Source: an optimization exercise on an open RTL-to-GDS flow (aim: small area). Production flows keep margins and buffers that such runs may drop.
RTL that was checked went through simulation tests only; none was proved equivalent to the original.
No functional check of the RTL was part of runs 1 to 4.
Power is estimated from default activity; no workload was simulated.

**design/flow/constraint.sdc**
```tcl
create_clock -name core_clock -period 10.0 [get_ports {clk}]
set_input_delay 2.0000 -clock core_clock [delete_from_list [all_inputs] [get_ports {clk}]]
set_output_delay 2.0000 -clock core_clock [all_outputs]
set_load 0.01 [all_outputs]
```
**design/flow/design.v**
```verilog
`timescale 1ns / 1ps
module debounce(input clk, input reset_n, input btn_input, output btn_output);
reg [8:0] counter;
assign btn_output = counter[8] & counter[7] & counter[6] & counter[5] & counter[3];
wire [9:0] carry;
wire [8:0] inc;
assign carry[0] = 1'b1;
genvar i;
generate for (i = 0; i < 9; i = i + 1) begin : g_inc
  assign inc[i] = counter[i] ^ carry[i];
  assign carry[i + 1] = counter[i] & carry[i];
end endgenerate
always @(posedge clk) begin
  if (~reset_n || btn_input == 0)
    counter <= 0;
  else if (!btn_output)
    counter <= inc;
end
endmodule
`timescale 1ns / 1ps
module player(
    input  clk,
    input  reset_n,
    input  [3:0] usr_btn,
    input  [1:0] game_state,
    output [11:0] x,
    output [11:0] y
);
function [32:0] add;  
    input [31:0] a, b;
    input cin;
    reg c;
    integer i;
    begin
        c = cin;
        for (i = 0; i < 32; i = i + 1) begin
            add[i] = a[i] ^ b[i] ^ c;
            c = (a[i] & b[i]) | (c & (a[i] ^ b[i]));
        end
        add[32] = c;
    end
endfunction
function ult;  
    input [31:0] a, b;
    integer i;
    begin
        ult = 1'b0;
        for (i = 0; i < 32; i = i + 1)
            ult = (~a[i] & b[i]) | (~(a[i] ^ b[i]) & ult);
    end
endfunction
reg  [16:0] hpos;
reg  [19:0] vpos;
reg  [19:1] speed;
reg  [26:0] speed_clk;
reg  face, facev;
reg  prev_btn_level;
wire btn_level, btn_pressed;
debounce btn_db(
  .clk(clk),
  .reset_n(reset_n),
  .btn_input(usr_btn[1]),
  .btn_output(btn_level)
);
wire [8:0] xi = hpos[16:8];
wire [9:0] yi = vpos[19:10];
assign x = {3'b000, xi};
assign y = {2'b00, yi};
wire move_r = face == 1 && ult(xi, 280) && usr_btn[0] == 1;    
wire move_l = face == 0 && ~ult(xi, 161) && usr_btn[2] == 1;   
wire [32:0] hsum = add({15'd0, hpos}, {32{move_l}}, move_r);
always @(posedge clk) begin
  if (~reset_n || game_state == 1) begin
    hpos <= {9'd278, 8'd0};
    face <= 1;
  end else
    hpos <= hsum[16:0];
  if (usr_btn[0] == 1)
    face <= 1;
  else if (usr_btn[2] == 1)
    face <= 0;
end
wire above_floor = ult(yi, 178);      
wire at_floor    = (yi == 10'd178);
wire v_move = facev ? (yi != 0) : above_floor;
wire [19:0] vstep = {speed[19:5] | {15{facev}}, {speed[4:1], 1'b0} ^ {5{facev}}};
wire [32:0] vsum = add({12'd0, vpos}, {12'd0, vstep}, facev);
always @(posedge clk) begin
  if (~reset_n || game_state == 1)
    vpos <= {10'd177, 10'd0};
  else if (v_move)
    vpos <= vsum[19:0];
end
always @(posedge clk) begin
  if (~reset_n)
    prev_btn_level <= 0;
  else
    prev_btn_level <= btn_level;
end
assign btn_pressed = btn_level & ~prev_btn_level;
wire clk_due = |speed_clk[26:12] | (speed_clk[11] & |speed_clk[10:0]);  
wire [32:0] clk_inc = add({5'd0, speed_clk}, 32'd0, 1'b1);
wire [32:0] speed_inc = add({13'd0, speed}, 32'd0, 1'b1);
wire [32:0] speed_dec = add({29'd0, speed[4:2]}, 32'hffffffff, 1'b0);
always @(posedge clk) begin
  if (~reset_n) begin
    speed <= 0;
    facev <= 1;
    speed_clk <= 0;
  end else if (btn_pressed && at_floor) begin
    speed <= 10;  
    facev <= 1;
  end else if (facev == 1 && clk_due) begin
    if (speed[4:2] == 0) facev <= 0;
    else speed[4:2] <= speed_dec[2:0];
    speed_clk <= 0;
  end else if (facev == 0 && above_floor && clk_due) begin
    speed <= speed_inc[18:0];
    speed_clk <= 0;
  end else
    speed_clk <= clk_inc[26:0];
end
endmodule
`timescale 1ns / 1ps
module npc(
    input clk,
    input reset_n,
    input  [11:0] ball_pos_x,
    input  [11:0] ball_pos_y,
    input game_mode,  
    input [1:0] game_state,  
    output [11:0] npc_pos_x,
    output [11:0] npc_pos_y
);
function [32:0] add;  
    input [31:0] a, b;
    input cin;
    reg c;
    integer i;
    begin
        c = cin;
        for (i = 0; i < 32; i = i + 1) begin
            add[i] = a[i] ^ b[i] ^ c;
            c = (a[i] & b[i]) | (c & (a[i] ^ b[i]));
        end
        add[32] = c;
    end
endfunction
function ult;  
    input [31:0] a, b;
    integer i;
    begin
        ult = 1'b0;
        for (i = 0; i < 32; i = i + 1)
            ult = (~a[i] & b[i]) | (~(a[i] ^ b[i]) & ult);
    end
endfunction
reg  [14:0] hpos;
reg  [19:0] vpos;
reg  [19:1] speed;
reg  [26:0] speed_clk;
reg  [7:0]  doziness_clock;  
reg  face_v;
wire [6:0] xi = hpos[14:8];
wire [9:0] yi = vpos[19:10];
assign npc_pos_x = {5'd0, xi};
assign npc_pos_y = {2'b00, yi};
wire awake = (game_mode == 0 || ult(doziness_clock, 170));
wire [32:0] t1 = add({25'd0, xi}, {30'd0, hpos[1:0]}, 1'b0);
wire [32:0] target = add(t1[31:0], 32'd18, 1'b0);
wire move_r = ult(xi, 120) && ult(target[31:0], {20'd0, ball_pos_x}) && awake;   
wire move_l = (xi != 0) && ult({20'd0, ball_pos_x}, target[31:0]) && awake;
wire [32:0] hsum = add({17'd0, hpos}, {32{move_l}}, move_r);
always @(posedge clk) begin
    if (~reset_n || game_state == 1) hpos <= {7'd1, 8'd0};
    else hpos <= hsum[14:0];
end
wire above_floor = ult(yi, 178);
wire at_floor    = (yi == 10'd178);
wire v_move = face_v ? (yi != 0) : above_floor;
wire [19:0] vstep = {speed[19:5] | {15{face_v}}, {speed[4:1], 1'b0} ^ {5{face_v}}};
wire [32:0] vsum = add({12'd0, vpos}, {12'd0, vstep}, face_v);
always @(posedge clk) begin
    if (~reset_n || game_state == 1) vpos <= {10'd177, 10'd0};
    else if (v_move) vpos <= vsum[19:0];
end
wire clk_due = |speed_clk[26:12] | (speed_clk[11] & |speed_clk[10:0]);  
wire [32:0] clk_inc = add({5'd0, speed_clk}, 32'd0, 1'b1);
wire [32:0] speed_inc = add({13'd0, speed}, 32'd0, 1'b1);
wire [32:0] speed_dec = add({29'd0, speed[4:2]}, 32'hffffffff, 1'b0);
always @(posedge clk) begin
    if (~reset_n) begin
        speed <= 0;
        face_v <= 1;
        speed_clk <= 0;
    end else if (ult(ball_pos_y, 81) && at_floor) begin
        speed <= 10;  
        face_v <= 1;
    end else if (face_v && clk_due) begin
        if (speed[4:2] == 0) face_v <= 0;
        else speed[4:2] <= speed_dec[2:0];
        speed_clk <= 0;
    end else if (~face_v && above_floor && clk_due) begin
        speed <= speed_inc[18:0];
        speed_clk <= 0;
    end else speed_clk <= clk_inc[26:0];
end
wire [32:0] doz_inc = add({24'd0, doziness_clock}, 32'd0, 1'b1);
always @(posedge clk) begin
    if (~reset_n) doziness_clock <= 0;
    else if (game_mode == 1 && ult(doziness_clock, 244)) doziness_clock <= doz_inc[7:0];
    else doziness_clock <= 0;
end
endmodule
`timescale 1ns / 1ps
module Ball(
    input clk,
    input reset_n,
    input [11:0] Player_X,
    input [11:0] Player_Y,
    input [11:0] NPC_X,
    input [11:0] NPC_Y,
    input [1:0] game_state,  
    input who_win,  
    input smash,  
    input smash1,
    output [11:0] Ball_X,
    output [11:0] Ball_Y
);
function [32:0] add;  
    input [31:0] a, b;
    input cin;
    reg c;
    integer i;
    begin
        c = cin;
        for (i = 0; i < 32; i = i + 1) begin
            add[i] = a[i] ^ b[i] ^ c;
            c = (a[i] & b[i]) | (c & (a[i] ^ b[i]));
        end
        add[32] = c;
    end
endfunction
function ult;  
    input [31:0] a, b;
    integer i;
    begin
        ult = 1'b0;
        for (i = 0; i < 32; i = i + 1)
            ult = (~a[i] & b[i]) | (~(a[i] ^ b[i]) & ult);
    end
endfunction
reg [18:0] px;
reg [19:0] py;
reg [18:0] vy;
reg vx1, vx4;           
reg x_dir, y_dir;
reg clk_cnt;            
reg [12:0] smash_cnt;   
reg start;              
wire [11:0] X = px[18:7];
wire [11:0] Y = py[19:8];
assign Ball_X = X;
assign Ball_Y = Y;
wire check_cnt_max = clk_cnt;
wire check_smash_cnt_max = smash_cnt[12] & smash_cnt[9] & smash_cnt[8] & smash_cnt[7] & smash_cnt[3];
wire [32:0] spx = add({22'd0, X[8:0]}, ~{23'd0, Player_X[8:0]}, 1'b1);
wire [32:0] snx = add({24'd0, X[7:0]}, ~{25'd0, NPC_X[6:0]}, 1'b1);
wire [32:0] spy = add({21'd0, Y[10:0]}, ~{22'd0, Player_Y[9:0]}, 1'b1);
wire [32:0] sny = add({21'd0, Y[10:0]}, ~{22'd0, NPC_Y[9:0]}, 1'b1);
wire [9:0]  opx = {~spx[9], spx[8:0]};    
wire [8:0]  onx = {~snx[8], snx[7:0]};    
wire [11:0] opy = {~spy[11], spy[10:0]};  
wire [11:0] ony = {~sny[11], sny[10:0]};
wire px_ok = (X[11:9] == 0);
wire nx_ok = (X[11:8] == 0);
wire y_ok  = ~Y[11];
wire player_collison = px_ok && y_ok &&
                       ~ult(opx, 512 - 30) && ult(opx, 512 + 40) &&
                       ~ult(opy, 2048 - 30) && ult(opy, 2048 + 43);
wire player_left_e   = ult(opx, 512 - 6);
wire player_center_e = ~ult(opx, 512 - 7) && ult(opx, 512 + 19);
wire player_right_e  = ~ult(opx, 512 + 18);
wire player_top_e    = ult(opy, 2048 - 8);
wire NPC_collison = nx_ok && y_ok &&
                    ~ult(onx, 256 - 25) && ult(onx, 256 + 35) &&
                    ~ult(ony, 2048 - 30) && ult(ony, 2048 + 43);
wire NPC_left_e   = ult(onx, 256 - 6);
wire NPC_center_e = ~ult(onx, 256 - 7) && ult(onx, 256 + 19);
wire NPC_right_e  = ~ult(onx, 256 + 18);
wire NPC_top_e    = ult(ony, 2048 - 8);
wire net_x            = ~ult(X, 130) && ult(X, 167);
wire net_collison     = net_x && ~ult(Y, 120) && ult(Y, 4066);
wire net_collison_top = net_x && (Y == 12'd120);
wire player_on_ground = ult(Player_Y, 178);
wire NPC_on_ground    = ult(NPC_Y, 178);
wire [7:0] step_y = vy[18:11];
wire play = reset_n && game_state == 2'b10;
wire [32:0] ysum = add({12'd0, py}, y_dir ? {24'd0, step_y} : ~{24'd0, step_y}, ~y_dir);
wire [32:0] xsum = add({13'd0, px}, {{29{~x_dir}}, vx4 ^ ~x_dir, ~x_dir, vx1 ^ ~x_dir}, ~x_dir);
wire vy_nz = |vy;
wire [32:0] vsum = add({13'd0, vy}, {32{~y_dir & vy_nz}}, y_dir);
always @(posedge clk) begin
    if (~reset_n) clk_cnt <= 0;
    else clk_cnt <= ~clk_cnt;
end
wire [32:0] smash_inc = add({19'd0, smash_cnt}, 32'd0, 1'b1);
always @(posedge clk) begin
    if (~reset_n) begin
        smash_cnt <= 0;
        start <= 0;
    end else if (start) begin
        if (!check_smash_cnt_max) smash_cnt <= smash_inc[12:0];
        start <= ~check_smash_cnt_max;
    end else begin
        start <= ((player_collison && smash) || (NPC_collison && smash1));
        smash_cnt <= 0;
    end
end
always @(posedge clk) begin
    if (!play) begin
        px <= {(who_win ? NPC_X : Player_X), 7'd0};
        x_dir <= 1;
        vx1 <= 0;
        vx4 <= 0;
    end else begin
        if (check_cnt_max) px <= xsum[18:0];
        if (X == 12'b0) x_dir <= 1;
        else if (X == 12'd290) x_dir <= 0;
        else if (net_collison && X == 12'd130) x_dir <= 0;
        else if (net_collison && X == 12'd166) x_dir <= 1;
        else if (player_collison && smash) begin
            x_dir <= 0; vx1 <= 0; vx4 <= 1;
        end else if (NPC_collison && smash1) begin
            x_dir <= 1; vx1 <= 0; vx4 <= 1;
        end else if (player_collison && player_left_e && ~check_smash_cnt_max) begin
            x_dir <= 0; vx1 <= 1; vx4 <= 0;
        end else if (player_collison && player_right_e && ~check_smash_cnt_max) begin
            x_dir <= 1; vx1 <= 1; vx4 <= 0;
        end else if (NPC_collison && NPC_left_e && ~check_smash_cnt_max) begin
            x_dir <= 0; vx1 <= 1; vx4 <= 0;
        end else if (NPC_collison && NPC_right_e && ~check_smash_cnt_max) begin
            x_dir <= 1; vx1 <= 1; vx4 <= 0;
        end else if (NPC_collison && NPC_center_e && ~check_smash_cnt_max) begin
            vx1 <= 0; vx4 <= 0;
        end else if (player_collison && player_center_e && ~check_smash_cnt_max) begin
            vx1 <= 0; vx4 <= 0;
        end
    end
end
always @(posedge clk) begin
    if (!play) begin
        py <= {12'd30, 8'd0};
        y_dir <= 1;
    end else begin
        if (check_cnt_max) py <= (!y_dir && !ysum[32]) ? 20'd0 : ysum[19:0];
        if (Y == 0 || step_y == 0) y_dir <= 1;
        else if (((player_collison && player_on_ground) || (NPC_collison && NPC_on_ground)) && smash) y_dir <= 1;
        else if (Y == 12'd190) y_dir <= 0;
        else if ((player_collison && player_top_e) || (NPC_collison && NPC_top_e) || net_collison_top) y_dir <= 0;
    end
end
always @(posedge clk) begin
    if (!play)
        vy <= 19'd1 << 11;
    else
        vy <= vsum[18:0];
end
endmodule
`timescale 1ns / 1ps
module main(
    input  clk,
    input  reset_n,
    input  [3:0] usr_btn,
    input [3:0] usr_sw,
    output [11:0] player_x,
    output [11:0] player_y,
    output [11:0] computer_x,
    output [11:0] computer_y,
    output [11:0] ball_x,
    output [11:0] ball_y,
    output reg [2:0] player_score,
    output reg [2:0] computer_score,
    output reg [1:0] state
    );
localparam [2:0] S_MAIN_INIT = 0 , S_MAIN_IDLE = 1,
                 S_MAIN_START = 2 ,  S_MAIN_WAIT1 =3, S_MAIN_PLAY = 4,
                 S_MAIN_CAL = 5 ,  S_MAIN_WAIT2 =6,
                 S_MAIN_END =7;
function [32:0] add;  
    input [31:0] a, b;
    input cin;
    reg c;
    integer i;
    begin
        c = cin;
        for (i = 0; i < 32; i = i + 1) begin
            add[i] = a[i] ^ b[i] ^ c;
            c = (a[i] & b[i]) | (c & (a[i] ^ b[i]));
        end
        add[32] = c;
    end
endfunction
function ult;  
    input [31:0] a, b;
    integer i;
    begin
        ult = 1'b0;
        for (i = 0; i < 32; i = i + 1)
            ult = (~a[i] & b[i]) | (~(a[i] ^ b[i]) & ult);
    end
endfunction
reg  [2:0] P, P_next;
reg [14:0] cnt;
reg win;  
reg [9:0] sm_clk;  
wire sm = usr_sw[1] == 1'b1 ? sm_clk[3] : 1'b1;
wire touched = ~ult(ball_y, 190);
wire start_done = cnt[14] & cnt[12] & cnt[11] & cnt[10] & cnt[9] & cnt[8] & cnt[6] & cnt[4] & cnt[3] & cnt[2] & cnt[1] & cnt[0];
wire wait_done  = cnt[13] & cnt[11] & cnt[10] & cnt[9] & cnt[8] & cnt[7] & cnt[5] & cnt[4];
wire sm_wrap = sm_clk[9] & sm_clk[8] & sm_clk[7] & sm_clk[6] & sm_clk[5] & sm_clk[3] & sm_clk[0];
Ball ball(
    .clk(clk),
    .reset_n(reset_n),
    .Player_X(player_x),
    .Player_Y(player_y),
    .NPC_X(computer_x),
    .NPC_Y(computer_y),
    .game_state(state),
    .who_win(win),
    .smash(usr_btn[3]),
    .smash1(sm),
    .Ball_X(ball_x),
    .Ball_Y(ball_y)
);
player players(
    .clk(clk),
    .reset_n(reset_n),
    .usr_btn(usr_btn),
    .game_state(state),
    .x(player_x),
    .y(player_y)
);
npc npcs(
    .clk(clk),
    .reset_n(reset_n),
    .ball_pos_x(ball_x),
    .ball_pos_y(ball_y),
    .game_mode(usr_sw[1]),
    .game_state(state),
    .npc_pos_x(computer_x),
    .npc_pos_y(computer_y)
);
always @(posedge clk) begin
  if (~reset_n || P == S_MAIN_INIT || P == S_MAIN_START)
    state <= 0;
  else if (P == S_MAIN_WAIT1)
    state <= 1;
  else if (P == S_MAIN_PLAY)
    state <= 2;
  else if (P == S_MAIN_END)
    state <= 3;
end
always @(posedge clk) begin
  if (~reset_n) P <= S_MAIN_INIT;
  else P <= P_next;
end
wire [32:0] sm_inc = add({22'd0, sm_clk}, 32'd0, 1'b1);
wire [32:0] cnt_inc = add({17'd0, cnt}, 32'd0, 1'b1);
wire [32:0] ps_inc = add({29'd0, player_score}, 32'd0, 1'b1);
wire [32:0] cs_inc = add({29'd0, computer_score}, 32'd0, 1'b1);
always @(posedge clk) begin
  if (~reset_n || P == S_MAIN_INIT || sm_wrap) sm_clk <= 0;
  else sm_clk <= sm_inc[9:0];
end
always @(posedge clk) begin
  if (~reset_n || !(P == S_MAIN_START || P == S_MAIN_WAIT1) || (P == S_MAIN_START && start_done))
    cnt <= 0;
  else
    cnt <= cnt_inc[14:0];
end
always @(*) begin
  case (P)
    S_MAIN_INIT:  P_next = S_MAIN_IDLE;
    S_MAIN_IDLE:  P_next = (usr_sw[0] == 0) ? S_MAIN_START : S_MAIN_IDLE;
    S_MAIN_START: P_next = start_done ? S_MAIN_WAIT1 : S_MAIN_START;
    S_MAIN_WAIT1: P_next = wait_done ? S_MAIN_PLAY : S_MAIN_WAIT1;
    S_MAIN_PLAY:  P_next = touched ? S_MAIN_WAIT2 : S_MAIN_PLAY;
    S_MAIN_WAIT2: P_next = S_MAIN_CAL;
    S_MAIN_CAL:   P_next = (player_score == 7 || computer_score == 7) ? S_MAIN_END : S_MAIN_WAIT1;
    default:      P_next = usr_sw[0] ? S_MAIN_INIT : S_MAIN_END;  
  endcase
end
always @(posedge clk) begin
  if (~reset_n || P == S_MAIN_INIT) begin
    player_score <= 0;
    computer_score <= 0;
    win <= 0;
  end else if (P == S_MAIN_PLAY && touched) begin
    if (~ult(ball_x, 160)) begin
      computer_score <= cs_inc[2:0];
      win <= 1;
    end else begin
      player_score <= ps_inc[2:0];
      win <= 0;
    end
  end
end
endmodule
```
**design/flow/run.sh**
```bash
#!/bin/bash
# synth_recipe.tcl (not shown) runs the flow's synth.tcl, then flattens the netlist and writes it again
# the make line also repeats each setting of config.mk as NAME=value (left out here)
make -C /OpenROAD-flow-scripts/flow DESIGN_CONFIG=/design/flow/config.mk WORK_HOME=/design/flow/orfs CLKGATE_MAP_FILE= SYNTH_SCRIPT=/design/flow/synth_recipe.tcl finish
```
**design/flow/config.mk**
```make
export PLATFORM = sky130hd
export DESIGN_NAME = main
export DESIGN_NICKNAME = main
export VERILOG_FILES = /design/flow/design.v
export SDC_FILE = /design/flow/constraint.sdc
export NUM_CORES = 4
export LEC_CHECK = 0
export CAP_MARGIN = 20
export CORE_MARGIN = 2
export CORE_UTILIZATION = 40
export CTS_BUF_LIST = sky130_fd_sc_hd__clkbuf_4
export SLEW_MARGIN = 20
```
==> reports/results.ini, run 1 <==
[run_status]
status = no timing/DRC/antenna violations

[logic_synthesis]
yosysWarnings = 5
synth_top_area_share_pct = 31.7
synth_edf_count = 12
synth_seq_cells = 299
yosysUniqueCellTypes = 76
synth_ff_type = dfxtp_1
yosys.area.top_type = dfxtp_1
synthTopCellsByCount = dfxtp_1, nor2_1, ha_1
synth.most_common_cell = dfxtp_1
syn_area_per_cell_um2 = 9.81
synth-seq-area-share_pct = 33.7
synthArstFlopShare_pct = 0
synthesis.area_mm2 = 0.0181
synth_cells = 1845
synth_area_leaders = dfxtp_1, fa_1, ha_1

[timing]
hold_slack_ns = 0.432
relSlewSlack_pct = 39.3
max_freq_ghz = 0.105
tightest_slew_ns = 0.909
setup_violations = 0
skew_ns = 0.0692
grt_setup_unrepaired = no
fin_ws_ns = 0.432
tns_ns = 0
maxSlewViolCount = 0
layout_min_cycle_time_ns = 9.57
fin_crit_sh_pct = 95.7
hold_violations = 0

[critical_path]
crit_top_cell = fa_1
worstPathMaxFanout = 3
worstPathRequired_ns = 10.68
reg2reg_depth = 32
ff2ff_setup_slack_ns = 0.43
path_class = reg -> reg
cpMaxStageDelayCell = fa_1
crit_path_end_kind = flip-flop
crit_arrival_ns = 10.25
critPathMaxStageDelay_ns = 0.55
cp-start-kind = flip-flop

[die]
die_w_um = 217
row_count = 77
ios = 90
core-area_mm2 = 0.0444
die_h_um = 217
start_util_pct = 40.7
die-area_mm2 = 0.0470

[grt]
antenna_found_initial = 2
grt_overflow = 0
grt_pass1_wl_um = 64000
track_usage_pct = 16.8
grt_pass1_vias = 13038
grt_max_degree = 53

[detailed_routing]
wl_um = 38100
drt_iter0_markers = 695
final_antenna_net_count = 0
route.detailed.drc = 0
avgViaCountPerCell = 5.02
wl_per_cell_um = 15.0
first_pass_iters = 7
vias = 12797

[pwr]
switching_power_mw = 0.947
pwr-share-clk_pct = 37.5
p_total_mw = 3.13
p_int_mw = 2.18
max-vdd-ir-drop_mv = 0.0681
power_leakage_nw = 8.84
combPwrFrac_pct = 20.4
p_sw_share_pct = 30.3
seqPwrFrac_pct = 42.1
p_per_area_mw_per_mm2 = 155

[cts]
post_cts_resize_count = 0
ctsRootBufferMaster = clkbuf_4
postCtsHoldBufs = 0
cts.path.max_buffers = 3
post_cts_buffers = 0
clock_sinks = 299
cts_tree = done
clk_pin_slew_ns = 0.06
numCtsBuffers = 85
clock_latency_ns = 0.81
cts_max_level = 3

[worst_hold_path]
hold_path_depth = 1
min_path_type = reg -> reg

[job]
cap_violations = 0

[cells_and_area]
final_cells = 2551
area_growth_syn_to_layout_pct = 11.6
nNetsFinal = 2244
multi_input_comb_area_mm2 = 0.0108
drive_gt1_share_pct = 9.40
fillerInstances = 4298
regArea_mm2 = 0.00611

[placement]
place_inst = 2407
port-buffer-count = 75
hpwl_um = 28000
pre_cts_slack_ns = 0.0709
globalplace.congestion = 0.826

## path summary, 6_finish.rpt
path | to | from
max | npcs.hpos[14]$_SDFF_PP0_ | npcs.hpos[8]$_SDFF_PP1_
min | npcs.doziness_clock[0]$_SDFF_PN0_ | npcs.doziness_clock[0]$_SDFF_PN0_
max reg2reg | npcs.hpos[14]$_SDFF_PP0_ | npcs.hpos[8]$_SDFF_PP1_
min reg2reg | npcs.doziness_clock[0]$_SDFF_PN0_ | npcs.doziness_clock[0]$_SDFF_PN0_
## power by group through the flow
stage                     registers [mW]  clock network, mW  logic, mW
after floorplan                     1.32                  0      0.465
after global placement              1.34                  0      0.612
after detailed placement            1.34                  0      0.626
after CTS                           1.32               1.23      0.631
after global routing                1.33               1.29      0.723
final                               1.32               1.17      0.637
## critical path: cells and delay by family (launching register included)
family | cells | cell delay (ns)
adders and majority gates | 23 | 7.93
and+or+nand+nor | 1 | 0.15
DFF | 1 | 0.31
AOI/OAI and AO/OA | 4 | 0.71
buffers and inverters | 2 | 0.09
xor gates and xnor gates | 2 | 0.29
## kinds of logic after synthesis
family                   count (synthesis)  synth area share, %
AO/OA/AOI/OAI                          280                 10.1
adder cells (fa/ha/maj)                332                 29.3
AND/OR/NAND/NOR                        598                 16.1
multiplexers                            28                 1.55
flip-flops                             299                 33.7
buffers and inverters                  261                 6.95
XOR/XNOR                                46                 2.23
other                                    1               0.0207
## flip-flops by register name, indices dropped and copies added, names as in the netlist, 10 cells and up
signal and count:
sm_clk 10, ball.vy 19, npcs.speed 19, npcs.speed_clk 27, ball.smash_cnt 13, ball.py 20, players.speed 19, players.vpos 20
cnt 15, npcs.hpos 15, npcs.vpos 20, players.speed_clk 27, ball.px 19, players.hpos 17
## through the flow
| stage | utilization [%] | area, um2 |
|---|---|---|
| 2_1_floorplan | - | 18100 |
| 3_3_place_gp | 42.9 | 19100 |
| 3_5_place_dp | 42.9 | 19100 |
| 4_1_cts | 45.4 | 20200 |
| 5_1_grt | 45.5 | 20200 |
| 6_report | 45.5 | 20200 |
## placed cells by master (no fill, tap or decap), types with 9 or more instances in the layout
master | Yosys | final
buf_4 | 72 | 25
fa_1 | 153 | 148
o21a_1 | 9 | 9
a211oi_1 | 21 | 21
o31ai_1 | 9 | 9
o21ai_0 | 34 | 33
nand3_1 | 26 | 26
nor4_1 | 21 | 21
and3_1 | 13 | 13
and2_1 | 76 | 76
conb_1 | 1 | 12
a22oi_1 | 40 | 40
o21ai_1 | 17 | 16
edfxtp_1 | 12 | 12
xnor2_1 | 33 | 33
ha_1 | 179 | 178
clkbuf_4 | 0 | 126
mux2i_1 | 28 | 28
nand4_1 | 16 | 16
nor3_1 | 22 | 21
nor2_1 | 189 | 189
nor2b_1 | 39 | 39
clkdlybuf4s50_1 | 0 | 74
xor2_1 | 13 | 13
inv_1 | 119 | 119
dfxtp_1 | 287 | 287
a21oi_1 | 82 | 81
nand2b_1 | 10 | 10
nand2_1 | 147 | 147
## final cells by class
| type | count | share of cell area [%] |
|---|---|---|
| Antenna cell | 1 | 0.0124 |
| Sequential cell | 299 | 30.2 |
| Clock inverter | 17 | 0.799 |
| Timing Repair Buffer | 100 | 4.62 |
| Multi-Input combinational cell | 1296 | 53.7 |
| Inverter | 120 | 2.23 |
| Clock buffer | 126 | 4.69 |
| Tap cell | 592 | 3.67 |
## routing by layer
metal	vias to the layer above	global-route usage, %	share of wire (%)
met1	6147	21.6	46
met3	79	4.13	5.5
met2	244	26.7	46
met5	-	0	0
li1	6327	-	-
met4	0	7.58	3.0
==> inputs of run 2 (changes only) <==
--- a/design/flow/config.mk
+++ b/design/flow/config.mk
@@ -9,4 +9,3 @@
 export CORE_MARGIN = 2
 export CORE_UTILIZATION = 40
-export CTS_BUF_LIST = sky130_fd_sc_hd__clkbuf_4
 export SLEW_MARGIN = 20
==> run 2 against run 1 <==
Compared with the run above: critical endpoint unchanged; critical path type unchanged; hold slack got worse by 0.0065 ns; global-route usage decreased by 0.28 points; highest routed layer unchanged; cell area is essentially flat; clock power is 6% higher.
==> reports/results.ini, run 2 <==
[run_status]
status = no timing/DRC/antenna violations  ; unchanged

[timing]
fin_crit_sh_pct = 95.7  ; about the same
fin_ws_ns = 0.433  ; was 0.432 ns
hold_slack_ns = 0.425  ; was 0.432 ns
skew_ns = 0.0194  ; was 0.0692 ns
hold_violations = 0  ; unchanged
tns_ns = 0  ; unchanged
tightest_slew_ns = 0.903  ; was 0.909 ns
relSlewSlack_pct = 39.6  ; was 39.3%
setup_violations = 0  ; unchanged
layout_min_cycle_time_ns = 9.57  ; about the same
max_freq_ghz = 0.105  ; about the same
maxSlewViolCount = 0  ; unchanged
grt_setup_unrepaired = no  ; unchanged

[critical_path]
crit_buf_inv = 2  ; unchanged
crit_path_end_kind = flip-flop  ; unchanged
path_class = reg -> reg  ; unchanged
crit_cells = 32  ; unchanged
worstPathRequired_ns = 10.45  ; was 10.68 ns
crit_top_cell = fa_1  ; unchanged
crit_arrival_ns = 10.02  ; was 10.25 ns
worstPathMaxFanout = 3  ; unchanged
cp-start-kind = flip-flop  ; unchanged
reg2reg_depth = 32  ; unchanged
cpMaxStageDelayCell = fa_1  ; unchanged
critPathMaxStageDelay_ns = 0.55  ; about the same
cp_top_family = adder cells  ; unchanged

[die]
die_w_um = 217  ; unchanged
row_count = 77  ; unchanged
die_h_um = 217  ; unchanged
die-area_mm2 = 0.0470  ; unchanged
start_util_pct = 40.7  ; unchanged
core-area_mm2 = 0.0444  ; unchanged
ios = 90  ; unchanged

[cts]
clk_pin_slew_ns = 0.05  ; was 0.06 ns
cts_tree = done  ; unchanged
ctsRootBufferMaster = clkbuf_16  ; was clkbuf_4
cts.path.max_buffers = 3  ; unchanged
numCtsBuffers = 36  ; was 85
clock_sinks = 299  ; unchanged
cts_max_level = 2  ; was 3
clock_latency_ns = 0.56  ; was 0.81 ns
postCtsHoldBufs = 0  ; unchanged
post_cts_buffers = 0  ; unchanged

[logic_synthesis]
syn_area_per_cell_um2 = 9.81  ; unchanged
synthArstFlopShare_pct = 0  ; unchanged
synth_ff_type = dfxtp_1  ; unchanged
synthesis.area_mm2 = 0.0181  ; unchanged
synth.most_common_cell = dfxtp_1  ; unchanged
synth-simple-area-share_pct = 16.1  ; unchanged
synth-compound-area-share_pct = 10.1  ; unchanged
synth_seq_cells = 299  ; unchanged
synth_xor_area_share_pct = 2.23  ; unchanged
synthMuxAreaShare_pct = 1.55  ; unchanged
yosysUniqueCellTypes = 76  ; unchanged
synth_top_area_share_pct = 31.7  ; unchanged
synth_cells = 1845  ; unchanged
yosysWarnings = 5  ; unchanged
yosys.area.top_type = dfxtp_1  ; unchanged
synth_area_leaders = dfxtp_1, fa_1, ha_1  ; unchanged
synthTopCellsByCount = dfxtp_1, nor2_1, ha_1  ; unchanged
synth_edf_count = 12  ; unchanged
synth-seq-area-share_pct = 33.7  ; unchanged
synth_top_family_by_area = adder cells  ; unchanged
yosys.area_share.adder_pct = 29.3  ; unchanged

[cells_and_area]
final_cell_mix = dfxtp_1, nor2_1, ha_1  ; unchanged
drive_gt1_share_pct = 5.13  ; was 9.40%
layout_commonest_cell = dfxtp_1  ; unchanged
nNetsFinal = 2195  ; was 2244
top_regs = npcs.speed_clk x27, players.speed_clk x27  ; unchanged
antennaDiodeCount = 0  ; was 1
area_growth_syn_to_layout_pct = 11.5  ; was 11.6%

[detailed_routing]
final_antenna_net_count = 0  ; unchanged
vias = 12505  ; was 12797
avgViaCountPerCell = 5.07  ; was 5.02
wl_um = 37700  ; was 38100 um
drt_iter0_markers = 676  ; was 695
route.detailed.drc = 0  ; unchanged
wl_per_cell_um = 15.3  ; was 15.0 um
first_pass_iters = 5  ; was 7

[grt]
track_usage_pct = 16.5  ; was 16.8%
grt_pass1_wl_um = 63400  ; was 64000 um
grt_max_degree = 53  ; unchanged
antenna_found_initial = 1  ; was 2
grt_pass1_vias = 12589  ; was 13038
grt_overflow = 0  ; unchanged

[placement]
hpwl_um = 28000  ; unchanged
port-buffer-count = 75  ; unchanged
globalplace.congestion = 0.826  ; unchanged
pre_cts_slack_ns = 0.0709  ; unchanged

[worst_hold_path]
min_path_type = reg -> reg  ; unchanged
hold_path_depth = 1  ; unchanged

[pwr]
p_per_area_mw_per_mm2 = 158  ; was 155 mW/mm2
max-vdd-ir-drop_mv = 0.0894  ; was 0.0681 mV
p_total_mw = 3.19  ; was 3.13 mW
power_leakage_nw = 8.72  ; was 8.84 nW

[job]
cap_violations = 0  ; unchanged

run 2: cell counts after synthesis:
No cell type changed its count.
run 2: cell type report:
cell class / instances / area [um2]
Clock buffer: 51 / 1010
Timing Repair Buffer: 100 / 933
Sequential cell: 299 / 6110
Tap cell: 592 / 741
Fill cell: 4241 / 24200
Multi-Input combinational cell: 1296 / 10800
Clock inverter: 7 / 97.6
Inverter: 120 / 450
run 2: report_power, final:
group / switching [mW] / internal, mW
Sequential: 0.0712 / 1.25
Clock: 0.508 / 0.727
Combinational: 0.355 / 0.284
Total: 0.933 / 2.26
run 2: worst paths after layout:
| path | to | slack, ns | start |
|---|---|---|---|
| worst min register to register | npcs.doziness_clock[0]$_SDFF_PN0_ | 0.43 | npcs.doziness_clock[0]$_SDFF_PN0_ |
| worst min-delay path | npcs.doziness_clock[0]$_SDFF_PN0_ | 0.43 | npcs.doziness_clock[0]$_SDFF_PN0_ |
| worst max register to register | npcs.hpos[14]$_SDFF_PP0_ | 0.43 | npcs.hpos[8]$_SDFF_PP1_ |
| worst max-delay path | npcs.hpos[14]$_SDFF_PP0_ | 0.43 | npcs.hpos[8]$_SDFF_PP1_ |
run 2: logic make-up after synthesis:
logic type,after synthesis
simple gates,598
fa+ha+maj,332
flops,299
compound gates,280
buf+inv,261
xor+xnor,46
mux,28
other cells,1
run 2: timing repair:
| action | CTS | global route |
|---|---|---|
| endpoints found under the hold margin | 0 | 0 |
| endpoints found under the setup margin | 0 | 2 |
| resized for setup | 0 | 7 |
run 2: through the flow:
step / std cells / area [um2] / util (%)
detailed placement: 2407 / 19100 / 42.9
CTS: 2465 / 20200 / 45.4
finish: 2465 / 20200 / 45.4
floorplan: 1856 / 18100 / -
global route: 2465 / 20200 / 45.4
global placement: 2407 / 19100 / 42.9
run 2: metal layers:
layer  GRT usage (%)  routed length (um)
met5               0                   0
met4            5.00                 841
met2            26.8               17400
met3            3.82                2060
met1            22.0               17300
==> inputs of run 3 (changes only) <==
--- a/design/flow/config.mk
+++ b/design/flow/config.mk
@@ -9,3 +9,6 @@
 export CORE_MARGIN = 2
 export CORE_UTILIZATION = 40
+export CTS_BUF_LIST = sky130_fd_sc_hd__clkbuf_16
+export CTS_CLUSTER_DIAMETER = 80
+export CTS_CLUSTER_SIZE = 40
 export SLEW_MARGIN = 20
==> run 3 against run 2 <==
Compared with the run above: via count is 0.36% lower; non-clock buffer count is the same; synthesized area unchanged; worst setup slack got worse by 0.015 ns; flip-flop and latch count stayed put; register-to-register slack is essentially flat; sequential power about the same; clock skew grew 0.034 ns; maximum frequency fell by 0.15%; first-iteration DRC count up 16%; synthesized cell count stayed put; largest cell class unchanged.
==> reports/results.ini, run 3 <==
[placement]
globalplace.congestion = 0.826  ; unchanged
place_inst = 2407  ; unchanged
port-buffer-count = 75  ; unchanged
pre_cts_slack_ns = 0.0709  ; unchanged
hpwl_um = 28000  ; unchanged
place_area_mm2 = 0.0191  ; unchanged

[timing]
tightest_slew_ns = 0.892  ; was 0.903 ns
hold_violations = 0  ; unchanged
setup_violations = 0  ; unchanged
max_freq_ghz = 0.104  ; was 0.105 GHz
maxSlewViolCount = 0  ; unchanged
relSlewSlack_pct = 40.4  ; was 39.6%
grt_setup_unrepaired = no  ; unchanged
fin_ws_ns = 0.418  ; was 0.433 ns
layout_min_cycle_time_ns = 9.58  ; was 9.57 ns
tns_ns = 0  ; unchanged
fin_crit_sh_pct = 95.8  ; was 95.7%
hold_slack_ns = 0.432  ; was 0.425 ns
skew_ns = 0.0536  ; was 0.0194 ns

[cts]
clk_pin_slew_ns = 0.12  ; was 0.05 ns
cts_max_level = 1  ; was 2
cts_tree = done  ; unchanged
ctsRootBufferMaster = clkbuf_16  ; unchanged
clock_sinks = 299  ; unchanged
clock_latency_ns = 0.59  ; was 0.56 ns
numCtsBuffers = 25  ; was 36
cts.path.max_buffers = 3  ; unchanged
post_cts_buffers = 0  ; unchanged

[die]
die-area_mm2 = 0.0470  ; unchanged
ios = 90  ; unchanged
start_util_pct = 40.7  ; unchanged
die_w_um = 217  ; unchanged
core-area_mm2 = 0.0444  ; unchanged
row_count = 77  ; unchanged
die_h_um = 217  ; unchanged

[critical_path]
cp-start-kind = flip-flop  ; unchanged
cpMaxStageDelayCell = fa_1  ; unchanged
crit_buf_inv = 2  ; unchanged
crit_path_end_kind = flip-flop  ; unchanged
cp_top_family = adder cells  ; unchanged
worstPathRequired_ns = 10.50  ; was 10.45 ns
crit_arrival_ns = 10.08  ; was 10.02 ns
reg2reg_from = npcs.hpos[0]$_SDFF_PP0_  ; was npcs.hpos[8]$_SDFF_PP1_
path_class = reg -> reg  ; unchanged
crit_top_cell = fa_1  ; unchanged
cp-startpoint = npcs.hpos[0]$_SDFF_PP0_  ; was npcs.hpos[8]$_SDFF_PP1_
critPathMaxStageDelay_ns = 0.55  ; about the same
worstPathMaxFanout = 3  ; unchanged

[logic_synthesis]
synth-seq-area-share_pct = 33.7  ; unchanged
synth_top_area_share_pct = 31.7  ; unchanged
synth_area_leaders = dfxtp_1, fa_1, ha_1  ; unchanged
synth.most_common_cell = dfxtp_1  ; unchanged
synthTopCellsByCount = dfxtp_1, nor2_1, ha_1  ; unchanged
synth_ff_type = dfxtp_1  ; unchanged
yosysUniqueCellTypes = 76  ; unchanged
synthArstFlopShare_pct = 0  ; unchanged
yosysWarnings = 5  ; unchanged
yosys.area.top_type = dfxtp_1  ; unchanged
synthesis.area_mm2 = 0.0181  ; unchanged
synth_cells = 1845  ; unchanged
syn_area_per_cell_um2 = 9.81  ; unchanged
synth_edf_count = 12  ; unchanged
synth_seq_cells = 299  ; unchanged

[worst_hold_path]
min_path_type = reg -> reg  ; unchanged
min_from = npcs.doziness_clock[0]$_SDFF_PN0_  ; unchanged

[pwr]
combPwrFrac_pct = 20.4  ; was 20.0%
p_sw_share_pct = 33.5  ; was 29.2%
p_total_mw = 3.16  ; was 3.19 mW
pwr-share-clk_pct = 37.9  ; was 38.7%
max-vdd-ir-drop_mv = 0.142  ; was 0.0894 mV
p_int_mw = 2.10  ; was 2.26 mW
p_per_area_mw_per_mm2 = 157  ; was 158 mW/mm2
switching_power_mw = 1.06  ; was 0.933 mW
power_leakage_nw = 8.68  ; was 8.72 nW
seqPwrFrac_pct = 41.7  ; was 41.3%

[cells_and_area]
final_cells = 2452  ; was 2465
fin_area_mm2 = 0.0201  ; was 0.0202 mm2
nNetsFinal = 2184  ; was 2195
utilization_pct = 45.3  ; was 45.4%
layout_commonest_cell = dfxtp_1  ; unchanged
antennaDiodeCount = 0  ; unchanged
drive_gt1_share_pct = 5.00  ; was 5.13%
area_growth_syn_to_layout_pct = 11.3  ; was 11.5%
final_cell_mix = dfxtp_1, nor2_1, ha_1  ; unchanged
top_regs = npcs.speed_clk x27, players.speed_clk x27  ; unchanged

[detailed_routing]
wl_per_cell_um = 15.4  ; was 15.3 um
vias = 12460  ; was 12505
drt_iter0_markers = 787  ; was 676
final_antenna_net_count = 0  ; unchanged
wl_um = 37700  ; about the same
route.detailed.drc = 0  ; unchanged
avgViaCountPerCell = 5.08  ; was 5.07
first_pass_iters = 5  ; unchanged

[grt]
grt_overflow = 0  ; unchanged
grt_max_degree = 53  ; unchanged
grt_pass1_wl_um = 63500  ; was 63400 um
track_usage_pct = 16.4  ; was 16.5%
grt_pass1_vias = 12544  ; was 12589
antenna_found_initial = 1  ; unchanged

[job]
cap_violations = 0  ; unchanged

[run_status]
status = no timing/DRC/antenna violations  ; unchanged

-- run 3: layout make-up --
type / count / area (um2)
fill: 4194 / 24300
multi-input combinational: 1296 / 10800
sequential: 299 / 6110
timing repair buffer: 100 / 933
tap: 592 / 741
clock buffer: 25 / 626
inverter: 120 / 450
clock inverter: 20 / 430
-- run 3: worst paths after layout --
path	to	cells past startpoint	slack [ns]
setup / recovery	npcs.hpos[14]$_SDFF_PP0_	32	0.42
hold / removal	npcs.doziness_clock[0]$_SDFF_PN0_	1	0.43
setup reg to reg	npcs.hpos[14]$_SDFF_PP0_	32	0.42
hold reg to reg	npcs.doziness_clock[0]$_SDFF_PN0_	1	0.43
-- run 3: cells by family after synthesis --
logic type | after synthesis | share of synthesized area [%]
buffers and inverters | 261 | 6.95
AO/OA/AOI/OAI | 280 | 10.1
XOR/XNOR | 46 | 2.23
flip-flops | 299 | 33.7
multiplexers | 28 | 1.55
adder cells (fa/ha/maj) | 332 | 29.3
other | 1 | 0.0207
AND/OR/NAND/NOR | 598 | 16.1
-- run 3: power groups by stage --
stage,Sequential (mW),Clock [mW],Combinational [mW]
finish,1.32,1.20,0.644
global route,1.33,1.28,0.728
CTS,1.32,1.24,0.636
detailed placement,1.34,0,0.626
global placement,1.34,0,0.612
floorplan,1.32,0,0.465
-- run 3: routing by layer --
| metal | part of all wire (%) | GRT usage (%) |
|---|---|---|
| met1 | 47 | 22.2 |
| met3 | 5.1 | 2.75 |
| met4 | 2.2 | 4.82 |
| met5 | 0 | 0 |
| met2 | 46 | 27.0 |
-- run 3: what timing repair did --
| item | CTS | global route |
|---|---|---|
| setup endpoints to repair | 0 | 2 |
| gates resized for setup | 0 | 7 |
| hold buffers | 0 | 0 |
==> inputs of run 4 (changes only) <==
--- a/design/flow/config.mk
+++ b/design/flow/config.mk
@@ -9,6 +9,6 @@
 export CORE_MARGIN = 2
 export CORE_UTILIZATION = 40
-export CTS_BUF_LIST = sky130_fd_sc_hd__clkbuf_16
-export CTS_CLUSTER_DIAMETER = 80
-export CTS_CLUSTER_SIZE = 40
+export CTS_BUF_LIST = sky130_fd_sc_hd__clkbuf_8
+export CTS_CLUSTER_DIAMETER = 60
+export CTS_CLUSTER_SIZE = 30
 export SLEW_MARGIN = 20
==> run 4 against run 3 <==
Compared with the run above: still clean; count of clock-buffer cells in the layout rose by 7; hold slack got worse by 0.0015 ns; critical path depth did not move; via count fell by 0.16%; power fell by 12%; combinational power fell by 0.8%; critical path type unchanged; critical endpoint unchanged; highest routed layer unchanged.
==> reports/results.ini, run 4 <==
[critical_path]
crit_cells = 32  ; unchanged
crit_top_cell = fa_1  ; unchanged
crit_arrival_ns = 10.08  ; about the same
crit_path_end_kind = flip-flop  ; unchanged
reg2reg_from = npcs.hpos[8]$_SDFF_PP1_  ; was npcs.hpos[0]$_SDFF_PP0_
worstPathMaxFanout = 3  ; unchanged
reg2reg_depth = 32  ; unchanged
cp-startpoint = npcs.hpos[8]$_SDFF_PP1_  ; was npcs.hpos[0]$_SDFF_PP0_
cp-start-kind = flip-flop  ; unchanged
cpMaxStageDelayCell = fa_1  ; unchanged
worstPathRequired_ns = 10.53  ; was 10.50 ns
cp_top_family = adder cells  ; unchanged
critPathMaxStageDelay_ns = 0.55  ; about the same
path_class = reg -> reg  ; unchanged
crit_buf_inv = 2  ; unchanged

[grt]
antenna_found_initial = 1  ; unchanged
grt_pass1_vias = 12465  ; was 12544
grt_pass1_wl_um = 62700  ; was 63500 um
track_usage_pct = 16.2  ; was 16.4%
grt_max_degree = 53  ; unchanged
grt_overflow = 0  ; unchanged

[run_status]
status = no timing/DRC/antenna violations  ; unchanged

[cells_and_area]
drive_gt1_share_pct = 5.20  ; was 5.00%
final_cell_mix = dfxtp_1, nor2_1, ha_1  ; unchanged
regArea_mm2 = 0.00611  ; unchanged
nNetsFinal = 2188  ; was 2184
area_growth_syn_to_layout_pct = 8.93  ; was 11.3%
top_regs = npcs.speed_clk x27, players.speed_clk x27  ; unchanged
antennaDiodeCount = 0  ; unchanged
fillerInstances = 4294  ; was 4194
layout_commonest_cell = dfxtp_1  ; unchanged
multi_input_comb_area_mm2 = 0.0109  ; was 0.0108 mm2

[die]
ios = 90  ; unchanged
die_w_um = 217  ; unchanged
start_util_pct = 40.7  ; unchanged
die-area_mm2 = 0.0470  ; unchanged
row_count = 77  ; unchanged
core-area_mm2 = 0.0444  ; unchanged
die_h_um = 217  ; unchanged

[logic_synthesis]
yosysWarnings = 5  ; unchanged
synth-seq-area-share_pct = 33.7  ; unchanged
synth-compound-area-share_pct = 10.1  ; unchanged
yosysUniqueCellTypes = 76  ; unchanged
synth.most_common_cell = dfxtp_1  ; unchanged
synthArstFlopShare_pct = 0  ; unchanged
synth_top_family_by_area = adder cells  ; unchanged
yosys.area_share.adder_pct = 29.3  ; unchanged
synth_ff_type = dfxtp_1  ; unchanged
syn_area_per_cell_um2 = 9.81  ; unchanged
synth_area_leaders = dfxtp_1, fa_1, ha_1  ; unchanged
synthesis.area_mm2 = 0.0181  ; unchanged
synth-simple-area-share_pct = 16.1  ; unchanged
synthMuxAreaShare_pct = 1.55  ; unchanged
synth_top_area_share_pct = 31.7  ; unchanged
synth_edf_count = 12  ; unchanged
synth_cells = 1845  ; unchanged
synthTopCellsByCount = dfxtp_1, nor2_1, ha_1  ; unchanged
yosys.area.top_type = dfxtp_1  ; unchanged
synth_xor_area_share_pct = 2.23  ; unchanged
synth_seq_cells = 299  ; unchanged

[timing]
maxSlewViolCount = 0  ; unchanged
hold_violations = 0  ; unchanged
tns_ns = 0  ; unchanged
tightest_slew_ns = 0.889  ; was 0.892 ns
fin_crit_sh_pct = 95.5  ; was 95.8%
max_freq_ghz = 0.105  ; was 0.104 GHz
layout_min_cycle_time_ns = 9.55  ; was 9.58 ns
setup_violations = 0  ; unchanged
skew_ns = 0.0297  ; was 0.0536 ns
grt_setup_unrepaired = no  ; unchanged
hold_slack_ns = 0.430  ; was 0.432 ns
relSlewSlack_pct = 40.6  ; was 40.4%

[pwr]
max-vdd-ir-drop_mv = 0.0811  ; was 0.142 mV
power_leakage_nw = 8.50  ; was 8.68 nW
p_per_area_mw_per_mm2 = 141  ; was 157 mW/mm2

[job]
cap_violations = 0  ; unchanged

[detailed_routing]
first_pass_iters = 5  ; unchanged
avgViaCountPerCell = 5.06  ; was 5.08
route.detailed.drc = 0  ; unchanged
drt_iter0_markers = 723  ; was 787
final_antenna_net_count = 0  ; unchanged
wl_per_cell_um = 15.2  ; was 15.4 um
vias = 12440  ; was 12460
wl_um = 37300  ; was 37700 um

[cts]
ctsRootBufferMaster = clkbuf_8  ; was clkbuf_16
numCtsBuffers = 29  ; was 25
cts_tree = done  ; unchanged
cts.path.max_buffers = 3  ; unchanged
clock_latency_ns = 0.64  ; was 0.59 ns
clock_sinks = 299  ; unchanged
clk_pin_slew_ns = 0.11  ; was 0.12 ns
post_cts_buffers = 0  ; unchanged
cts_max_level = 1  ; unchanged

[placement]
globalplace.congestion = 0.826  ; unchanged
port-buffer-count = 75  ; unchanged
hpwl_um = 28000  ; unchanged

[worst_hold_path]
hold_path_depth = 1  ; unchanged
min_from = npcs.doziness_clock[0]$_SDFF_PN0_  ; unchanged
min_path_type = reg -> reg  ; unchanged

[run 4: changes by cell type in the layout (fill, tap and decap cells not counted), moves of 2 or more]
cell / change
inv_6: +6
inv_12: -4
clkinv_4: +2
clkinvlp_4: +3
inv_16: -5
clkbuf_8: +32
clkinv_16: -6
clkbuf_16: -25
inv_1: +4
[run 4: layout make-up]
cell class	count	share of cell area (%)
clock inverter	20	0.977
clock buffer	32	2.23
sequential	299	31.0
timing repair buffer	100	4.73
tap	592	3.76
multi-input combinational	1296	55.0
inverter	120	2.28
[run 4: kinds of logic after synthesis]
family,after synthesis
AND/OR/NAND/NOR,598
adder cells (fa/ha/maj),332
flip-flops,299
AO/OA/AOI/OAI,280
buffers and inverters,261
XOR/XNOR,46
multiplexers,28
other,1
[run 4: path summary, 6_finish.rpt]
| check | to | slack, ns |
|---|---|---|
| setup / recovery | npcs.hpos[14]$_SDFF_PP0_ | 0.45 |
| hold / removal | npcs.doziness_clock[0]$_SDFF_PN0_ | 0.43 |
| setup reg to reg | npcs.hpos[14]$_SDFF_PP0_ | 0.45 |
| hold reg to reg | npcs.doziness_clock[0]$_SDFF_PN0_ | 0.43 |
[run 4: repair_timing]
| action | CTS | global route |
|---|---|---|
| endpoints found under the setup margin | 0 | 2 |
| hold buffers | 0 | 0 |
| resized for setup | 0 | 8 |
[run 4: per-stage QoR]
step                std cells  instance area (um2)  total power [mW]  worst slack, ns  util (%)
floorplan                1856                18100              1.79          -0.0114         -
global placement         2407                19100              1.95            0.196      42.9
detailed placement       2407                19100              1.97           0.0709      42.9
CTS                      2459                19700              2.81           0.0301      44.3
global route             2459                19700              2.96           0.0353      44.4
finish                   2459                19700              2.78            0.453      44.4
[run 4: worst register-to-register path: cells and delay by family, from the launching register on]
family	cells	cell delay (ns)
and+or+nand+nor	1	0.15
adders and majority gates	23	7.88
xor gates and xnor gates	2	0.29
AOI/OAI and AO/OA	4	0.71
DFF	1	0.33
buffers and inverters	2	0.10
[run 4: power breakdown]
part	internal, mW	leakage, nW	total (mW)	switching [mW]
clock	0.345	0.328	0.826	0.481
combinational	0.284	5.73	0.639	0.355
sequential	1.25	2.45	1.32	0.0710
[run 4: routing by layer]
layer / routed length [um] / GRT usage, %
met3: 1810 / 2.47
met1: 17400 / 22.2
met4: 891 / 4.98
met2: 17200 / 26.3
met5: 0 / 0
==> inputs of run 5 (changes only) <==
--- a/design/flow/design.v
+++ b/design/flow/design.v
@@ -50,6 +50,6 @@
     end
 endfunction
-reg  [16:0] hpos;
-reg  [19:0] vpos;
+reg  [14:0] hpos;
+reg  [19:1] vpos;
 reg  [19:1] speed;
 reg  [26:0] speed_clk;
@@ -63,17 +63,18 @@
   .btn_output(btn_level)
 );
-wire [8:0] xi = hpos[16:8];
+wire [6:0] xo = hpos[14:8];
+wire [8:0] xi = {xo[6] & xo[5], ~(xo[6] & xo[5]), xo[6] ^ xo[5], ~xo[5], xo[4:0]};
 wire [9:0] yi = vpos[19:10];
 assign x = {3'b000, xi};
 assign y = {2'b00, yi};
-wire move_r = face == 1 && ult(xi, 280) && usr_btn[0] == 1;    
-wire move_l = face == 0 && ~ult(xi, 161) && usr_btn[2] == 1;   
-wire [32:0] hsum = add({15'd0, hpos}, {32{move_l}}, move_r);
+wire move_r = face == 1 && ult(xo, 120) && usr_btn[0] == 1;    
+wire move_l = face == 0 && (xo != 0) && usr_btn[2] == 1;       
+wire [32:0] hsum = add({17'd0, hpos}, {32{move_l}}, move_r);
 always @(posedge clk) begin
   if (~reset_n || game_state == 1) begin
-    hpos <= {9'd278, 8'd0};
+    hpos <= {7'd118, 8'd0};  
     face <= 1;
   end else
-    hpos <= hsum[16:0];
+    hpos <= hsum[14:0];
   if (usr_btn[0] == 1)
     face <= 1;
@@ -84,11 +85,11 @@
 wire at_floor    = (yi == 10'd178);
 wire v_move = facev ? (yi != 0) : above_floor;
-wire [19:0] vstep = {speed[19:5] | {15{facev}}, {speed[4:1], 1'b0} ^ {5{facev}}};
-wire [32:0] vsum = add({12'd0, vpos}, {12'd0, vstep}, facev);
+wire [19:1] vstep = {speed[19:5] | {15{facev}}, speed[4:1] ^ {4{facev}}};
+wire [32:0] vsum = add({13'd0, vpos}, {13'd0, vstep}, facev);
 always @(posedge clk) begin
   if (~reset_n || game_state == 1)
-    vpos <= {10'd177, 10'd0};
+    vpos <= {10'd177, 9'd0};
   else if (v_move)
-    vpos <= vsum[19:0];
+    vpos <= vsum[18:0];
 end
 always @(posedge clk) begin
@@ -157,5 +158,5 @@
 endfunction
 reg  [14:0] hpos;
-reg  [19:0] vpos;
+reg  [19:1] vpos;
 reg  [19:1] speed;
 reg  [26:0] speed_clk;
@@ -167,6 +168,5 @@
 assign npc_pos_y = {2'b00, yi};
 wire awake = (game_mode == 0 || ult(doziness_clock, 170));
-wire [32:0] t1 = add({25'd0, xi}, {30'd0, hpos[1:0]}, 1'b0);
-wire [32:0] target = add(t1[31:0], 32'd18, 1'b0);
+wire [32:0] target = add({25'd0, xi}, {27'd0, 1'b1, 1'b0, hpos[1], ~hpos[1], hpos[0]}, 1'b0);
 wire move_r = ult(xi, 120) && ult(target[31:0], {20'd0, ball_pos_x}) && awake;   
 wire move_l = (xi != 0) && ult({20'd0, ball_pos_x}, target[31:0]) && awake;
@@ -179,9 +179,9 @@
 wire at_floor    = (yi == 10'd178);
 wire v_move = face_v ? (yi != 0) : above_floor;
-wire [19:0] vstep = {speed[19:5] | {15{face_v}}, {speed[4:1], 1'b0} ^ {5{face_v}}};
-wire [32:0] vsum = add({12'd0, vpos}, {12'd0, vstep}, face_v);
+wire [19:1] vstep = {speed[19:5] | {15{face_v}}, speed[4:1] ^ {4{face_v}}};
+wire [32:0] vsum = add({13'd0, vpos}, {13'd0, vstep}, face_v);
 always @(posedge clk) begin
-    if (~reset_n || game_state == 1) vpos <= {10'd177, 10'd0};
-    else if (v_move) vpos <= vsum[19:0];
+    if (~reset_n || game_state == 1) vpos <= {10'd177, 9'd0};
+    else if (v_move) vpos <= vsum[18:0];
 end
 wire clk_due = |speed_clk[26:12] | (speed_clk[11] & |speed_clk[10:0]);  
--- a/design/flow/config.mk
+++ b/design/flow/config.mk
@@ -8,7 +8,7 @@
 export CAP_MARGIN = 20
 export CORE_MARGIN = 2
-export CORE_UTILIZATION = 40
+export CORE_UTILIZATION = 65
 export CTS_BUF_LIST = sky130_fd_sc_hd__clkbuf_8
 export CTS_CLUSTER_DIAMETER = 60
-export CTS_CLUSTER_SIZE = 30
+export CTS_CLUSTER_SIZE = 20
 export SLEW_MARGIN = 20
==> run 5 against run 4 <==
Compared with the run above: clock skew shrank 0.0052 ns; critical endpoint is now ball.vy[18]$_SDFF_PN0_; utilization grew 27 points; register-to-register slack better by 0.03 ns; cell area is 3.5% lower; power rose by 6.7%; largest power group unchanged; non-clock buffer count fell by 1; clock power rose by 5.2%; combinational power rose by 21%; routed wire length shrank 5.5%.
==> reports/results.ini, run 5 <==
[logic_synthesis]
synthArstFlopShare_pct = 0  ; unchanged
synth-compound-area-share_pct = 10.4  ; was 10.1%
yosys.area_share.adder_pct = 28.7  ; was 29.3%
synth_top_family_by_area = adder cells  ; unchanged
synthMuxAreaShare_pct = 2.50  ; was 1.55%
synth-simple-area-share_pct = 15.3  ; was 16.1%
synth_area_leaders = dfxtp_1, fa_1, ha_1  ; unchanged
syn_area_per_cell_um2 = 10.1  ; was 9.81 um2
synth_xor_area_share_pct = 2.13  ; was 2.23%
synth-seq-area-share_pct = 34.1  ; was 33.7%
yosys.area.top_type = dfxtp_1  ; unchanged
synth.most_common_cell = dfxtp_1  ; unchanged
synth_cells = 1749  ; was 1845
synth_seq_cells = 295  ; was 299
synth_edf_count = 12  ; unchanged
yosysUniqueCellTypes = 77  ; was 76
synthTopCellsByCount = dfxtp_1, nor2_1, ha_1  ; unchanged
synth_top_area_share_pct = 32.1  ; was 31.7%
yosysWarnings = 5  ; unchanged
synthesis.area_mm2 = 0.0177  ; was 0.0181 mm2
synth_ff_type = dfxtp_1  ; unchanged

[critical_path]
ff2ff_setup_slack_ns = 0.49  ; was 0.45 ns
cp_top_family = adder cells  ; unchanged
cp-start-kind = flip-flop  ; unchanged
reg2reg_to = ball.vy[18]$_SDFF_PN0_  ; was npcs.hpos[14]$_SDFF_PP0_
cpMaxStageDelayCell = or4_1  ; was fa_1
crit_cells = 25  ; was 32
crit_path_end_kind = flip-flop  ; unchanged
reg2reg_from = ball.vy[11]$_SDFF_PN1_  ; was npcs.hpos[8]$_SDFF_PP1_
crit_top_cell = fa_1  ; unchanged
critPathMaxStageDelay_ns = 0.56  ; was 0.55 ns
worstPathRequired_ns = 10.49  ; was 10.53 ns
worstPathMaxFanout = 5  ; was 3
path_class = reg -> reg  ; unchanged
crit_buf_inv = 0  ; was 2
reg2reg_depth = 25  ; was 32
crit_arrival_ns = 10.00  ; was 10.08 ns

[pwr]
max-vdd-ir-drop_mv = 0.108  ; was 0.0811 mV
p_per_area_mw_per_mm2 = 156  ; was 141 mW/mm2
p_sw_share_pct = 32.3  ; was 32.6%
p_int_mw = 2.01  ; was 1.87 mW
combPwrFrac_pct = 26.0  ; was 23.0%
switching_power_mw = 0.957  ; was 0.906 mW
pwr-share-clk_pct = 29.3  ; was 29.7%
power_leakage_nw = 8.64  ; was 8.50 nW
p_total_mw = 2.97  ; was 2.78 mW
seqPwrFrac_pct = 44.7  ; was 47.3%

[detailed_routing]
drt_iter0_markers = 896  ; was 723
first_pass_iters = 5  ; unchanged
final_antenna_net_count = 0  ; unchanged
avgViaCountPerCell = 5.78  ; was 5.06
route.detailed.drc = 0  ; unchanged
wl_um = 35300  ; was 37300 um
vias = 12220  ; was 12440
wl_per_cell_um = 16.7  ; was 15.2 um

[timing]
tns_ns = 0  ; unchanged
layout_min_cycle_time_ns = 9.51  ; was 9.55 ns
tightest_slew_ns = 0.939  ; was 0.889 ns
fin_ws_ns = 0.486  ; was 0.453 ns
fin_crit_sh_pct = 95.1  ; was 95.5%
hold_violations = 0  ; unchanged
skew_ns = 0.0245  ; was 0.0297 ns
max_freq_ghz = 0.105  ; about the same
setup_violations = 0  ; unchanged
grt_setup_unrepaired = no  ; unchanged
relSlewSlack_pct = 37.4  ; was 40.6%
maxSlewViolCount = 0  ; unchanged

[worst_hold_path]
min_path_type = reg -> reg  ; unchanged
min_from = npcs.doziness_clock[0]$_SDFF_PN0_  ; unchanged
worstHoldEndpoint = npcs.doziness_clock[0]$_SDFF_PN0_  ; unchanged
hold_path_depth = 1  ; unchanged

[die]
die_h_um = 169  ; was 217 um
row_count = 60  ; was 77
core-area_mm2 = 0.0268  ; was 0.0444 mm2
ios = 90  ; unchanged
start_util_pct = 65.9  ; was 40.7%
die_w_um = 169  ; was 217 um
die-area_mm2 = 0.0285  ; was 0.0470 mm2

[cts]
cts.path.max_buffers = 3  ; unchanged
post_cts_resize_count = 0  ; unchanged
postCtsHoldBufs = 0  ; unchanged
cts_tree = done  ; unchanged
cts_max_level = 1  ; unchanged
clock_latency_ns = 0.61  ; was 0.64 ns
clk_pin_slew_ns = 0.11  ; about the same
post_cts_buffers = 0  ; unchanged
clock_sinks = 295  ; was 299
numCtsBuffers = 26  ; was 29
ctsRootBufferMaster = clkbuf_8  ; unchanged

[grt]
grt_pass1_wl_um = 60100  ; was 62700 um
track_usage_pct = 25.5  ; was 16.2%
grt_pass1_vias = 12403  ; was 12465
grt_max_degree = 61  ; was 53
grt_overflow = 0  ; unchanged
antenna_found_initial = 0  ; was 1

[cells_and_area]
antennaDiodeCount = 0  ; unchanged
layout_commonest_cell = dfxtp_1  ; unchanged
area_growth_syn_to_layout_pct = 7.83  ; was 8.93%
fin_area_mm2 = 0.0190  ; was 0.0197 mm2
top_regs = npcs.speed_clk x27, players.speed_clk x27, ball.py x20  ; was npcs.speed_clk x27, players.speed_clk x27
final_cell_mix = dfxtp_1, nor2_1, ha_1  ; unchanged
nNetsFinal = 2080  ; was 2188
drive_gt1_share_pct = 5.47  ; was 5.20%

[placement]
pre_cts_slack_ns = 0.285  ; was 0.0709 ns
place_area_mm2 = 0.0183  ; was 0.0191 mm2
hpwl_um = 25800  ; was 28000 um
globalplace.congestion = 0.851  ; was 0.826
port-buffer-count = 75  ; unchanged

[run_status]
status = no timing/DRC/antenna violations  ; unchanged

[job]
cap_violations = 0  ; unchanged

## run 5: cell count changes after synthesis, sizes merged, moves of 12 or more
cell / previous run / this run
a21oi: 83 / 37
ha: 179 / 167
nand2: 147 / 53
mux2i: 28 / 43
o21ai: 51 / 37
nor2: 191 / 236
nor2b: 39 / 9
a22oi: 40 / 66
## run 5: layout make-up
class                           count  area, um2
Clock buffer                       30        413
Inverter                          116        435
Timing Repair Buffer               99        931
Tap cell                          341        427
Clock inverter                     18        268
Fill cell                        2037       7770
Sequential cell                   295       6030
Multi-Input combinational cell   1216      10500
## run 5: worst max-delay path by stage
stage | startpoint | slack (ns) | endpoint
final | ball.vy[11]$_SDFF_PN1_ | 0.49 | ball.vy[18]$_SDFF_PN0_
after global routing | ball.vy[15]$_SDFF_PN0_ | 0.08 | ball.vy[18]$_SDFF_PN0_
after CTS | ball.vy[11]$_SDFF_PN1_ | 0.28 | ball.vy[18]$_SDFF_PN0_
after detailed placement | ball.vy[11]$_SDFF_PN1_ | 0.28 | ball.vy[18]$_SDFF_PN0_
after global placement | ball.vy[11]$_SDFF_PN1_ | 0.47 | ball.vy[18]$_SDFF_PN0_
after floorplan | ball.vy[15]$_SDFF_PN0_ | 0.33 | ball.vy[18]$_SDFF_PN0_
## run 5: power groups by stage
| stage | Sequential, mW | Combinational [mW] | Clock (mW) |
|---|---|---|---|
| floorplan | 1.32 | 0.573 | 0 |
| global placement | 1.35 | 0.734 | 0 |
| detailed placement | 1.35 | 0.767 | 0 |
| CTS | 1.33 | 0.773 | 0.892 |
| global route | 1.34 | 0.881 | 0.927 |
| finish | 1.32 | 0.773 | 0.869 |
## run 5: per-stage QoR
| step | hold WS, ns | utilization (%) | cells |
|---|---|---|---|
| floorplan | 0.398 | - | 1760 |
| global placement | 0.409 | 68.5 | 2067 |
| detailed placement | 0.428 | 68.5 | 2067 |
| CTS | 0.441 | 71.0 | 2115 |
| global route | 0.450 | 71.0 | 2115 |
| finish | 0.440 | 71.0 | 2115 |
## run 5: kinds of logic after synthesis
family | Yosys count
AOI/OAI and AO/OA | 261
DFF | 295
adders and majority gates | 316
muxes | 44
other | 1
xor gates and xnor gates | 43
and+or+nand+nor | 540
buffers and inverters | 249
## run 5: routing by layer
| layer | up-vias | global-route usage, % | wire, um |
|---|---|---|---|
| met5 | - | 0 | 0 |
| met4 | 0 | 6.86 | 894 |
| li1 | 5947 | - | - |
| met1 | 5971 | 32.9 | 15500 |
| met2 | 238 | 45.5 | 17500 |
| met3 | 64 | 3.18 | 1350 |

[afterwards: timing with drivers on the ports]
How much do the figures lean on ideal ports? The routed layouts below were timed once more, with nothing changed but the port constraints.
Step 1: set_driving_cell puts a clkbuf_16 on clk and a buf_2 on each other input, an assumption about the parent block.
Step 2 moves the port delays by t, midway between the first and last clock arrival at a register: inputs arrive t later, outputs are due t later. That takes back most of the time a late clock gives input paths.
Slacks: no drivers / after step 1 / after step 2; pairs: no drivers / after step 1.
run	shift t [ns]	setup WS [ns]	worst register clock-pin slew, ns
run 1	0.825	0.432 / 0.432 / 0.256	0.07 / 0.07
run 2	0.595	0.433 / 0.433 / 0.273	0.06 / 0.06
run 3	0.617	0.418 / 0.418 / 0.309	0.12 / 0.12
run 4	0.669	0.453 / 0.453 / 0.282	0.11 / 0.11
run 5	0.641	0.486 / 0.486 / 0.452	0.12 / 0.12
After both steps setup and hold are still met in every run listed. For run 1, which loses most, drivers alone change the setup slack by 0.000 ns; drivers and shift together by -0.176 ns.
